Background: an optimization exercise with open tools, aiming at small area. Do not read the settings as production practice. At most, simulation tests tie the RTL to the original design; equivalence was not proved. The flow treats the clock pin as an ideal source, which a real chip does not have. Power figures rest on the tool's default switching activity, not on a simulated workload.

==> onyx: inputs <==
// ev20registerBank
module ev20registerBank( input CK5,
                         input [4:0] selA,
                         input [5:0] selB,
                         input [5:0] selC,
                         input [15:0] Cbus,
                         input [15:0] ToW,
                         input MR,
                         output [15:0] toA,
                         output [15:0] toB,
                         output [15:0] FromW );
==> module ev20B3BUSB, before the edit <==
module ev20B3BUSB( input [5:0] inSel,
                   input [16*36-1:0] regs,
                   input pol,
                   output [15:0] outputB );
	wire [35:0] sel;
	wire polv = pol & (inSel < 6'd36);
	genvar i, b;
	generate
		for (i = 0; i < 36; i = i + 1) begin : dec
			assign sel[i] = (inSel == i);
		end
		for (b = 0; b < 16; b = b + 1) begin : bt
			wire [35:0] d;
			wire [11:0] g;
			for (i = 0; i < 36; i = i + 1) begin : in
				assign d[i] = regs[16*i + b];
			end
			for (i = 0; i < 12; i = i + 1) begin : grp
				ev20aoi222 u( .a0(d[3*i]), .s0(sel[3*i]), .a1(d[3*i+1]), .s1(sel[3*i+1]),
				              .a2(d[3*i+2]), .s2(sel[3*i+2]), .y(g[i]) );
			end
			assign outputB[b] = (~&g) ^ polv;
		end
	endgenerate
endmodule
==> module ev20registerBank, before the edit <==
module ev20registerBank( input CK5,
                         input [4:0] selA,
                         input [5:0] selB,
                         input [5:0] selC,
                         input [15:0] Cbus,
                         input [15:0] ToW,
                         input MR,
                         output [15:0] toA,
                         output [15:0] toB,
                         output [15:0] FromW );
	reg pol;
	always @(negedge CK5)
		pol <= ~pol;
	wire [15:0] dnC = Cbus ^ {16{pol}};
	wire [15:0] dnW = (MR ? ToW : Cbus) ^ {16{pol}};
	wire [16*36-1:0] regs;
	genvar i, b;
	generate
		for (i = 0; i < 36; i = i + 1) begin : r
			wire en = (i == 34) ? (MR | (selC == i)) : (selC == i);
			wire en_n = (i == 34) ? ~(MR | (selC == i)) : (selC != i);
			wire [15:0] dn = (i == 34) ? dnW : dnC;
			wire [15:0] nx;
			reg [15:0] q;
			for (b = 0; b < 16; b = b + 1) begin : bt
				ev20hold h( .dn(dn[b]), .en(en), .s(q[b]), .en_n(en_n), .y(nx[b]) );
			end
			always @(negedge CK5)
				q <= nx;
			assign regs[16*i +: 16] = q;
		end
	endgenerate
	ev20B3BUSA busA( .inSel(selA), .regs(regs[16*32-1:0]), .pol(pol), .outputA(toA) );
	ev20B3BUSB busB( .inSel(selB), .regs(regs), .pol(pol), .outputB(toB) );
	assign FromW = regs[16*34 +: 16] ^ {16{pol}};
endmodule
==> module ev20B3BUSA, before the edit <==
module ev20B3BUSA( input [4:0] inSel,
                   input [16*32-1:0] regs,
                   input pol,
                   output [15:0] outputA );
	wire [31:0] sel;
	genvar i, b;
	generate
		for (i = 0; i < 32; i = i + 1) begin : dec
			assign sel[i] = (inSel == i);
		end
		for (b = 0; b < 16; b = b + 1) begin : bt
			wire [31:0] d;
			wire [10:0] g;
			for (i = 0; i < 32; i = i + 1) begin : in
				assign d[i] = regs[16*i + b];
			end
			for (i = 0; i < 10; i = i + 1) begin : grp
				ev20aoi222 u( .a0(d[3*i]), .s0(sel[3*i]), .a1(d[3*i+1]), .s1(sel[3*i+1]),
				              .a2(d[3*i+2]), .s2(sel[3*i+2]), .y(g[i]) );
			end
			ev20aoi22 ul( .a0(d[30]), .s0(sel[30]), .a1(d[31]), .s1(sel[31]), .y(g[10]) );
			assign outputA[b] = (~&g) ^ pol;
		end
	endgenerate
endmodule
==> module ev20hold, before the edit <==
module ev20hold( input dn, input en, input s, input en_n, output y );
	assign y = ~((s | en) & (dn | en_n));
endmodule
==> flow/config.mk <==
export PLATFORM = sky130hd
export DESIGN_NAME = ev20registerBank
export DESIGN_NICKNAME = ev20registerBank
export VERILOG_FILES = /design/flow/design.v
export SDC_FILE = /design/flow/constraint.sdc
export NUM_CORES = 4
export LEC_CHECK = 0
export CAP_MARGIN = 0
export CORE_MARGIN = 2
export CORE_UTILIZATION = 50
export GPL_TIMING_DRIVEN = 0
export SLEW_MARGIN = 0
export SYNTH_HIERARCHICAL = 1
==> flow/constraint.sdc <==
create_clock -name core_clock -period 12.0 [get_ports {CK5}]
set_input_delay 2.4000 -clock core_clock [delete_from_list [all_inputs] [get_ports {CK5}]]
set_output_delay 2.4000 -clock core_clock [all_outputs]
set_load 0.01 [all_outputs]
standard.sh (not shown) runs the stock make flow with config.mk's settings and CLKGATE_MAP_FILE= SYNTH_SCRIPT=/design/flow/synth_recipe.tcl, a recipe that flattens the netlist after the stock synthesis.
==> flow/flow/run.sh <==
#!/bin/bash
# Own flow: the standard layout (standard.sh, standard synthesis) with:
#  - ports buffered with buf_1;
#  - before repair_design, gates put back to their smallest size (pre_resize.tcl);
#  - the clock inverter (the registers load on the falling edge) kept as the one
#    root of the clock tree instead of being cloned next to every register
#    (pre_cts.tcl); CTS builds the tree below it with clkbuf_16, no dummy loads.
# Each tool's full log is in orfs/logs/...; make's own output is in flow_make.log.
set -euo pipefail
W=$PWD
F=$W/flow
bash standard.sh \
  PRE_RESIZE_TCL=$F/pre_resize.tcl \
  PRE_CTS_TCL=$F/pre_cts.tcl \
  "BUFFER_PORTS_ARGS=-buffer_cell sky130_fd_sc_hd__buf_1" \
  "CTS_ARGS=-sink_clustering_enable -repair_clock_nets -dont_use_dummy_load -buf_list sky130_fd_sc_hd__clkbuf_16 -sink_clustering_size 25 -sink_clustering_max_diameter 100" \
  finish > $W/flow_make.log 2>&1
==> flow/flow/pre_cts.tcl <==
# The registers load on the falling edge of CK5, so synthesis puts one inverter
# on the clock. Keep that single inverter as the root of the clock tree instead
# of cloning it next to every register (one inverter per flip-flop).
proc repair_clock_inverters {args} { puts "repair_clock_inverters: kept the single clock inverter" }
==> flow/flow/pre_resize.tcl <==
# Before repair_design: Yosys/ABC sized some gates up for loads it guessed.
# Put every combinational gate back to its smallest size and keep repair_design
# to drive strengths up to 2, so it repairs slew and capacitance with small
# buffers and sizes where the placed loads need them. Setup timing is
# repaired after CTS as usual (this don't-use list only holds for this step).
set_dont_use [get_lib_cells {sky130_fd_sc_hd__*_4 sky130_fd_sc_hd__*_6 sky130_fd_sc_hd__*_8 sky130_fd_sc_hd__*_12 sky130_fd_sc_hd__*_16}]
set n 0
foreach inst [get_cells *] {
  set m [get_property $inst ref_name]
  if {[regexp {^(sky130_fd_sc_hd__[a-z0-9]+)_([0-9]+)$} $m -> base sz] && $sz > 1} {
    if {[string match *clk* $base] || [string match *tap* $base] || [string match *df* $base] || [string match *conb* $base]} continue
    set lc [get_lib_cells -quiet ${base}_1]
    if {$lc == ""} { set lc [get_lib_cells -quiet ${base}_0] }
    if {$lc != ""} { replace_cell $inst $lc; incr n }
  }
}
puts "pre_resize: downsized $n instances"
==> yarrow: changes against onyx <==
--- a/flow/design.v
+++ b/flow/design.v
@@ -35,7 +35,7 @@
                    input pol,
                    output [15:0] outputB );
 	wire [35:0] sel;
-	wire polv = pol & (inSel < 6'd36);
+	wire polv = pol & (inSel < 6'd36) & (inSel != 6'd34);
 	genvar i, b;
 	generate
 		for (i = 0; i < 36; i = i + 1) begin : dec
@@ -58,6 +58,9 @@
 module ev20hold( input dn, input en, input s, input en_n, output y );
 	assign y = ~((s | en) & (dn | en_n));
 endmodule
+module ev20holdw( input d, input en, input q, input en_n, output y );
+	assign y = (d & en) | (q & en_n);
+endmodule
 module ev20registerBank( input CK5,
                          input [4:0] selA,
                          input [5:0] selB,
@@ -72,18 +75,21 @@
 	always @(negedge CK5)
 		pol <= ~pol;
 	wire [15:0] dnC = Cbus ^ {16{pol}};
-	wire [15:0] dnW = (MR ? ToW : Cbus) ^ {16{pol}};
+	wire [15:0] dW = MR ? ToW : Cbus;
 	wire [16*36-1:0] regs;
 	genvar i, b;
 	generate
 		for (i = 0; i < 36; i = i + 1) begin : r
 			wire en = (i == 34) ? (MR | (selC == i)) : (selC == i);
 			wire en_n = (i == 34) ? ~(MR | (selC == i)) : (selC != i);
-			wire [15:0] dn = (i == 34) ? dnW : dnC;
 			wire [15:0] nx;
 			reg [15:0] q;
 			for (b = 0; b < 16; b = b + 1) begin : bt
-				ev20hold h( .dn(dn[b]), .en(en), .s(q[b]), .en_n(en_n), .y(nx[b]) );
+				if (i == 34) begin : w
+					ev20holdw h( .d(dW[b]), .en(en), .q(q[b]), .en_n(en_n), .y(nx[b]) );
+				end else begin : p
+					ev20hold h( .dn(dnC[b]), .en(en), .s(q[b]), .en_n(en_n), .y(nx[b]) );
+				end
 			end
 			always @(negedge CK5)
 				q <= nx;
@@ -92,5 +98,5 @@
 	endgenerate
 	ev20B3BUSA busA( .inSel(selA), .regs(regs[16*32-1:0]), .pol(pol), .outputA(toA) );
 	ev20B3BUSB busB( .inSel(selB), .regs(regs), .pol(pol), .outputB(toB) );
-	assign FromW = regs[16*34 +: 16] ^ {16{pol}};
+	assign FromW = regs[16*34 +: 16];
 endmodule
==> flow/flow/run.sh (replaced) <==
#!/bin/bash
# Own flow: the standard layout (standard.sh, standard synthesis) with:
#  - ports buffered with buf_1;
#  - before repair_design, gates put back to their smallest size (pre_resize.tcl);
#  - the clock inverter (the registers load on the falling edge) kept as the one
#    root of the clock tree instead of being cloned next to every register
#    (pre_cts.tcl), as a clkinv_4; CTS builds the tree below it with clkbuf_16, no dummy loads.
# Each tool's full log is in orfs/logs/...; make's own output is in flow_make.log.
set -euo pipefail
W=$PWD
F=$W/flow
bash standard.sh \
  PRE_RESIZE_TCL=$F/pre_resize.tcl \
  PRE_CTS_TCL=$F/pre_cts.tcl \
  "BUFFER_PORTS_ARGS=-buffer_cell sky130_fd_sc_hd__buf_1" \
  "CTS_ARGS=-sink_clustering_enable -repair_clock_nets -dont_use_dummy_load -buf_list sky130_fd_sc_hd__clkbuf_16 -sink_clustering_size 27 -sink_clustering_max_diameter 100" \
  finish > $W/flow_make.log 2>&1
==> flow/flow/pre_cts.tcl (replaced) <==
# The registers load on the falling edge of CK5, so synthesis puts one inverter
# on the clock. Keep that single inverter as the root of the clock tree instead
# of cloning it next to every register (one inverter per flip-flop), and give
# it the drive of a clkinv_4 for the clock tree it now drives.
proc repair_clock_inverters {args} { puts "repair_clock_inverters: kept the single clock inverter" }
set ck [[ord::get_db_block] findNet CK5]
foreach it [$ck getITerms] {
  set inst [$it getInst]
  if {[string match sky130_fd_sc_hd__*inv_* [[$inst getMaster] getName]]} {
    puts "pre_cts: clock inverter [$inst getName] [[$inst getMaster] getName] -> clkinv_4"
    replace_cell [get_cells [$inst getName]] [get_lib_cells sky130_fd_sc_hd__clkinv_4]
  }
}
--- a/flow/flow/pre_resize.tcl
+++ b/flow/flow/pre_resize.tcl
@@ -1,9 +1,10 @@
 # Before repair_design: Yosys/ABC sized some gates up for loads it guessed.
 # Put every combinational gate back to its smallest size and keep repair_design
-# to drive strengths up to 2, so it repairs slew and capacitance with small
+# to drive strengths up to 4, so it repairs slew and capacitance with small
 # buffers and sizes where the placed loads need them. Setup timing is
 # repaired after CTS as usual (this don't-use list only holds for this step).
-set_dont_use [get_lib_cells {sky130_fd_sc_hd__*_4 sky130_fd_sc_hd__*_6 sky130_fd_sc_hd__*_8 sky130_fd_sc_hd__*_12 sky130_fd_sc_hd__*_16}]
+set_dont_use [get_lib_cells {sky130_fd_sc_hd__*_6 sky130_fd_sc_hd__*_8 sky130_fd_sc_hd__*_12 sky130_fd_sc_hd__*_16}]
+set_dont_use [get_lib_cells {sky130_fd_sc_hd__xor2_2 sky130_fd_sc_hd__xor2_4 sky130_fd_sc_hd__xnor2_2 sky130_fd_sc_hd__xnor2_4}]
 set n 0
 foreach inst [get_cells *] {
   set m [get_property $inst ref_name]
CAP_MARGIN = 15   (was 0)
SETUP_SLACK_MARGIN = 0.3   (was default)
SLEW_MARGIN = 15   (was 0)
==> lagoon: changes against onyx <==
--- a/flow/design.v
+++ b/flow/design.v
@@ -35,7 +35,7 @@
                    input pol,
                    output [15:0] outputB );
 	wire [35:0] sel;
-	wire polv = pol & (inSel < 6'd36);
+	wire polv = pol & (inSel < 6'd36) & (inSel != 6'd34);
 	genvar i, b;
 	generate
 		for (i = 0; i < 36; i = i + 1) begin : dec
@@ -58,6 +58,9 @@
 module ev20hold( input dn, input en, input s, input en_n, output y );
 	assign y = ~((s | en) & (dn | en_n));
 endmodule
+module ev20holdw( input d, input en, input q, input en_n, output y );
+	assign y = (d & en) | (q & en_n);
+endmodule
 module ev20registerBank( input CK5,
                          input [4:0] selA,
                          input [5:0] selB,
@@ -72,18 +75,21 @@
 	always @(negedge CK5)
 		pol <= ~pol;
 	wire [15:0] dnC = Cbus ^ {16{pol}};
-	wire [15:0] dnW = (MR ? ToW : Cbus) ^ {16{pol}};
+	wire [15:0] dW = MR ? ToW : Cbus;
 	wire [16*36-1:0] regs;
 	genvar i, b;
 	generate
 		for (i = 0; i < 36; i = i + 1) begin : r
 			wire en = (i == 34) ? (MR | (selC == i)) : (selC == i);
 			wire en_n = (i == 34) ? ~(MR | (selC == i)) : (selC != i);
-			wire [15:0] dn = (i == 34) ? dnW : dnC;
 			wire [15:0] nx;
 			reg [15:0] q;
 			for (b = 0; b < 16; b = b + 1) begin : bt
-				ev20hold h( .dn(dn[b]), .en(en), .s(q[b]), .en_n(en_n), .y(nx[b]) );
+				if (i == 34) begin : w
+					ev20holdw h( .d(dW[b]), .en(en), .q(q[b]), .en_n(en_n), .y(nx[b]) );
+				end else begin : p
+					ev20hold h( .dn(dnC[b]), .en(en), .s(q[b]), .en_n(en_n), .y(nx[b]) );
+				end
 			end
 			always @(negedge CK5)
 				q <= nx;
@@ -92,5 +98,5 @@
 	endgenerate
 	ev20B3BUSA busA( .inSel(selA), .regs(regs[16*32-1:0]), .pol(pol), .outputA(toA) );
 	ev20B3BUSB busB( .inSel(selB), .regs(regs), .pol(pol), .outputB(toB) );
-	assign FromW = regs[16*34 +: 16] ^ {16{pol}};
+	assign FromW = regs[16*34 +: 16];
 endmodule
--- a/flow/flow/pre_resize.tcl
+++ b/flow/flow/pre_resize.tcl
@@ -3,7 +3,7 @@
 # to drive strengths up to 2, so it repairs slew and capacitance with small
 # buffers and sizes where the placed loads need them. Setup timing is
 # repaired after CTS as usual (this don't-use list only holds for this step).
-set_dont_use [get_lib_cells {sky130_fd_sc_hd__*_4 sky130_fd_sc_hd__*_6 sky130_fd_sc_hd__*_8 sky130_fd_sc_hd__*_12 sky130_fd_sc_hd__*_16}]
+set_dont_use [get_lib_cells {sky130_fd_sc_hd__*_6 sky130_fd_sc_hd__*_8 sky130_fd_sc_hd__*_12 sky130_fd_sc_hd__*_16}]
 set n 0
 foreach inst [get_cells *] {
   set m [get_property $inst ref_name]
CAP_MARGIN = 15   (was 0)
SLEW_MARGIN = 15   (was 0)
==> sierra: changes against onyx <==
--- a/flow/design.v
+++ b/flow/design.v
@@ -7,7 +7,6 @@
 endmodule
 module ev20B3BUSA( input [4:0] inSel,
                    input [16*32-1:0] regs,
-                   input pol,
                    output [15:0] outputA );
 	wire [31:0] sel;
 	genvar i, b;
@@ -15,6 +14,8 @@
 		for (i = 0; i < 32; i = i + 1) begin : dec
 			assign sel[i] = (inSel == i);
 		end
+	endgenerate
+	generate
 		for (b = 0; b < 16; b = b + 1) begin : bt
 			wire [31:0] d;
 			wire [10:0] g;
@@ -26,16 +27,14 @@
 				              .a2(d[3*i+2]), .s2(sel[3*i+2]), .y(g[i]) );
 			end
 			ev20aoi22 ul( .a0(d[30]), .s0(sel[30]), .a1(d[31]), .s1(sel[31]), .y(g[10]) );
-			assign outputA[b] = (~&g) ^ pol;
+			assign outputA[b] = ~&g;
 		end
 	endgenerate
 endmodule
 module ev20B3BUSB( input [5:0] inSel,
                    input [16*36-1:0] regs,
-                   input pol,
                    output [15:0] outputB );
 	wire [35:0] sel;
-	wire polv = pol & (inSel < 6'd36);
 	genvar i, b;
 	generate
 		for (i = 0; i < 36; i = i + 1) begin : dec
@@ -51,12 +50,12 @@
 				ev20aoi222 u( .a0(d[3*i]), .s0(sel[3*i]), .a1(d[3*i+1]), .s1(sel[3*i+1]),
 				              .a2(d[3*i+2]), .s2(sel[3*i+2]), .y(g[i]) );
 			end
-			assign outputB[b] = (~&g) ^ polv;
+			assign outputB[b] = ~&g;
 		end
 	endgenerate
 endmodule
-module ev20hold( input dn, input en, input s, input en_n, output y );
-	assign y = ~((s | en) & (dn | en_n));
+module ev20hold( input d, input en, input q, input en_n, output y );
+	assign y = (d & en) | (q & en_n);
 endmodule
 module ev20registerBank( input CK5,
                          input [4:0] selA,
@@ -68,29 +67,24 @@
                          output [15:0] toA,
                          output [15:0] toB,
                          output [15:0] FromW );
-	reg pol;
-	always @(negedge CK5)
-		pol <= ~pol;
-	wire [15:0] dnC = Cbus ^ {16{pol}};
-	wire [15:0] dnW = (MR ? ToW : Cbus) ^ {16{pol}};
 	wire [16*36-1:0] regs;
 	genvar i, b;
 	generate
 		for (i = 0; i < 36; i = i + 1) begin : r
 			wire en = (i == 34) ? (MR | (selC == i)) : (selC == i);
 			wire en_n = (i == 34) ? ~(MR | (selC == i)) : (selC != i);
-			wire [15:0] dn = (i == 34) ? dnW : dnC;
+			wire [15:0] d = (i == 34) ? (MR ? ToW : Cbus) : Cbus;
 			wire [15:0] nx;
 			reg [15:0] q;
 			for (b = 0; b < 16; b = b + 1) begin : bt
-				ev20hold h( .dn(dn[b]), .en(en), .s(q[b]), .en_n(en_n), .y(nx[b]) );
+				ev20hold h( .d(d[b]), .en(en), .q(q[b]), .en_n(en_n), .y(nx[b]) );
 			end
 			always @(negedge CK5)
 				q <= nx;
 			assign regs[16*i +: 16] = q;
 		end
 	endgenerate
-	ev20B3BUSA busA( .inSel(selA), .regs(regs[16*32-1:0]), .pol(pol), .outputA(toA) );
-	ev20B3BUSB busB( .inSel(selB), .regs(regs), .pol(pol), .outputB(toB) );
-	assign FromW = regs[16*34 +: 16] ^ {16{pol}};
+	ev20B3BUSA busA( .inSel(selA), .regs(regs[16*32-1:0]), .outputA(toA) );
+	ev20B3BUSB busB( .inSel(selB), .regs(regs), .outputB(toB) );
+	assign FromW = regs[16*34 +: 16];
 endmodule
--- a/flow/flow/run.sh
+++ b/flow/flow/run.sh
@@ -4,7 +4,7 @@
 #  - before repair_design, gates put back to their smallest size (pre_resize.tcl);
 #  - the clock inverter (the registers load on the falling edge) kept as the one
 #    root of the clock tree instead of being cloned next to every register
-#    (pre_cts.tcl); CTS builds the tree below it with clkbuf_16, no dummy loads.
+#    (pre_cts.tcl), as a clkinv_4; CTS builds the tree below it with clkbuf_16, no dummy loads.
 # Each tool's full log is in orfs/logs/...; make's own output is in flow_make.log.
 set -euo pipefail
 W=$PWD
==> flow/flow/pre_cts.tcl (replaced) <==
# The registers load on the falling edge of CK5, so synthesis puts one inverter
# on the clock. Keep that single inverter as the root of the clock tree instead
# of cloning it next to every register (one inverter per flip-flop), and give
# it the drive of a clkinv_4 for the clock tree it now drives.
proc repair_clock_inverters {args} { puts "repair_clock_inverters: kept the single clock inverter" }
set ck [[ord::get_db_block] findNet CK5]
foreach it [$ck getITerms] {
  set inst [$it getInst]
  if {[string match sky130_fd_sc_hd__*inv_* [[$inst getMaster] getName]]} {
    puts "pre_cts: clock inverter [$inst getName] [[$inst getMaster] getName] -> clkinv_4"
    replace_cell [get_cells [$inst getName]] [get_lib_cells sky130_fd_sc_hd__clkinv_4]
  }
}
--- a/flow/flow/pre_resize.tcl
+++ b/flow/flow/pre_resize.tcl
@@ -1,9 +1,10 @@
 # Before repair_design: Yosys/ABC sized some gates up for loads it guessed.
 # Put every combinational gate back to its smallest size and keep repair_design
-# to drive strengths up to 2, so it repairs slew and capacitance with small
+# to drive strengths up to 4, so it repairs slew and capacitance with small
 # buffers and sizes where the placed loads need them. Setup timing is
 # repaired after CTS as usual (this don't-use list only holds for this step).
-set_dont_use [get_lib_cells {sky130_fd_sc_hd__*_4 sky130_fd_sc_hd__*_6 sky130_fd_sc_hd__*_8 sky130_fd_sc_hd__*_12 sky130_fd_sc_hd__*_16}]
+set_dont_use [get_lib_cells {sky130_fd_sc_hd__*_6 sky130_fd_sc_hd__*_8 sky130_fd_sc_hd__*_12 sky130_fd_sc_hd__*_16}]
+set_dont_use [get_lib_cells {sky130_fd_sc_hd__xor2_2 sky130_fd_sc_hd__xor2_4 sky130_fd_sc_hd__xnor2_2 sky130_fd_sc_hd__xnor2_4}]
 set n 0
 foreach inst [get_cells *] {
   set m [get_property $inst ref_name]
CAP_MARGIN = 15   (was 0)
SETUP_SLACK_MARGIN = 0.3   (was default)
SLEW_MARGIN = 15   (was 0)
==> qor summary <==
metric                                                                   yarrow                           onyx          sierra                      lagoon
Number of inserted filler cells in the final layout                       3,793                          3,869           3,816                       3,759
Areal power density over the cells                                  185 mW/mm^2                    186 mW/mm^2     173 mW/mm^2                 185 mW/mm^2
Worst Hold Margin                                                      0.450 ns                       0.453 ns        0.482 ns                    0.453 ns
Leak Pwr                                                             0.00795 uW                     0.00790 uW      0.00937 uW                  0.00786 uW
Tightest Pin Transition                                                 1.40 ns                        1.56 ns         1.25 ns                     1.34 ns
Simple-gate share of the synthesized area                                 7.88%                          7.81%           7.94%                       7.88%
Storage element area                                               0.0116 sq mm                   0.0116 sq mm    0.0115 sq mm                0.0116 sq mm
Proportion of cell area occupied by multi-input gates                     41.4%                          42.3%           44.4%                       42.4%
Sequential Power Share                                                    62.6%                          62.0%           61.3%                       62.0%
Fraction of layout cells with a size suffix above 1                       8.70%                          5.11%           7.87%                       7.32%
Tot Pwr                                                                 4350 uW                        4390 uW         4210 uW                     4390 uW
TritonCTS buffer count                                                       25                             27              27                          27
Iteration-0 DRC Markers                                                   5,346                          5,508           4,793                       5,254
Post-layout net count                                                     2,202                          2,187           2,074                       2,157
Distinct cell type count after synthesis                                     38                             39              31                          38
Result of the run                                                finished clean     complete, but fails checks  finished clean  complete, but fails checks
Reasons for failing layout checks                                             -  capacitance limit, slew limit               -                setup timing
Count leader, synth                                    sky130_fd_sc_hd__dfxtp_1       sky130_fd_sc_hd__dfxtp_1               -    sky130_fd_sc_hd__dfxtp_1
Final std cells w/o fill                                                  2,688                          2,720           2,618                       2,643
Cells after synthesis                                                     1,940                          1,976           1,876                       1,940
R2R setup slack                                                         8.23 ns                        8.60 ns        11.32 ns                     8.67 ns
No functional check of the RTL was part of onyx.
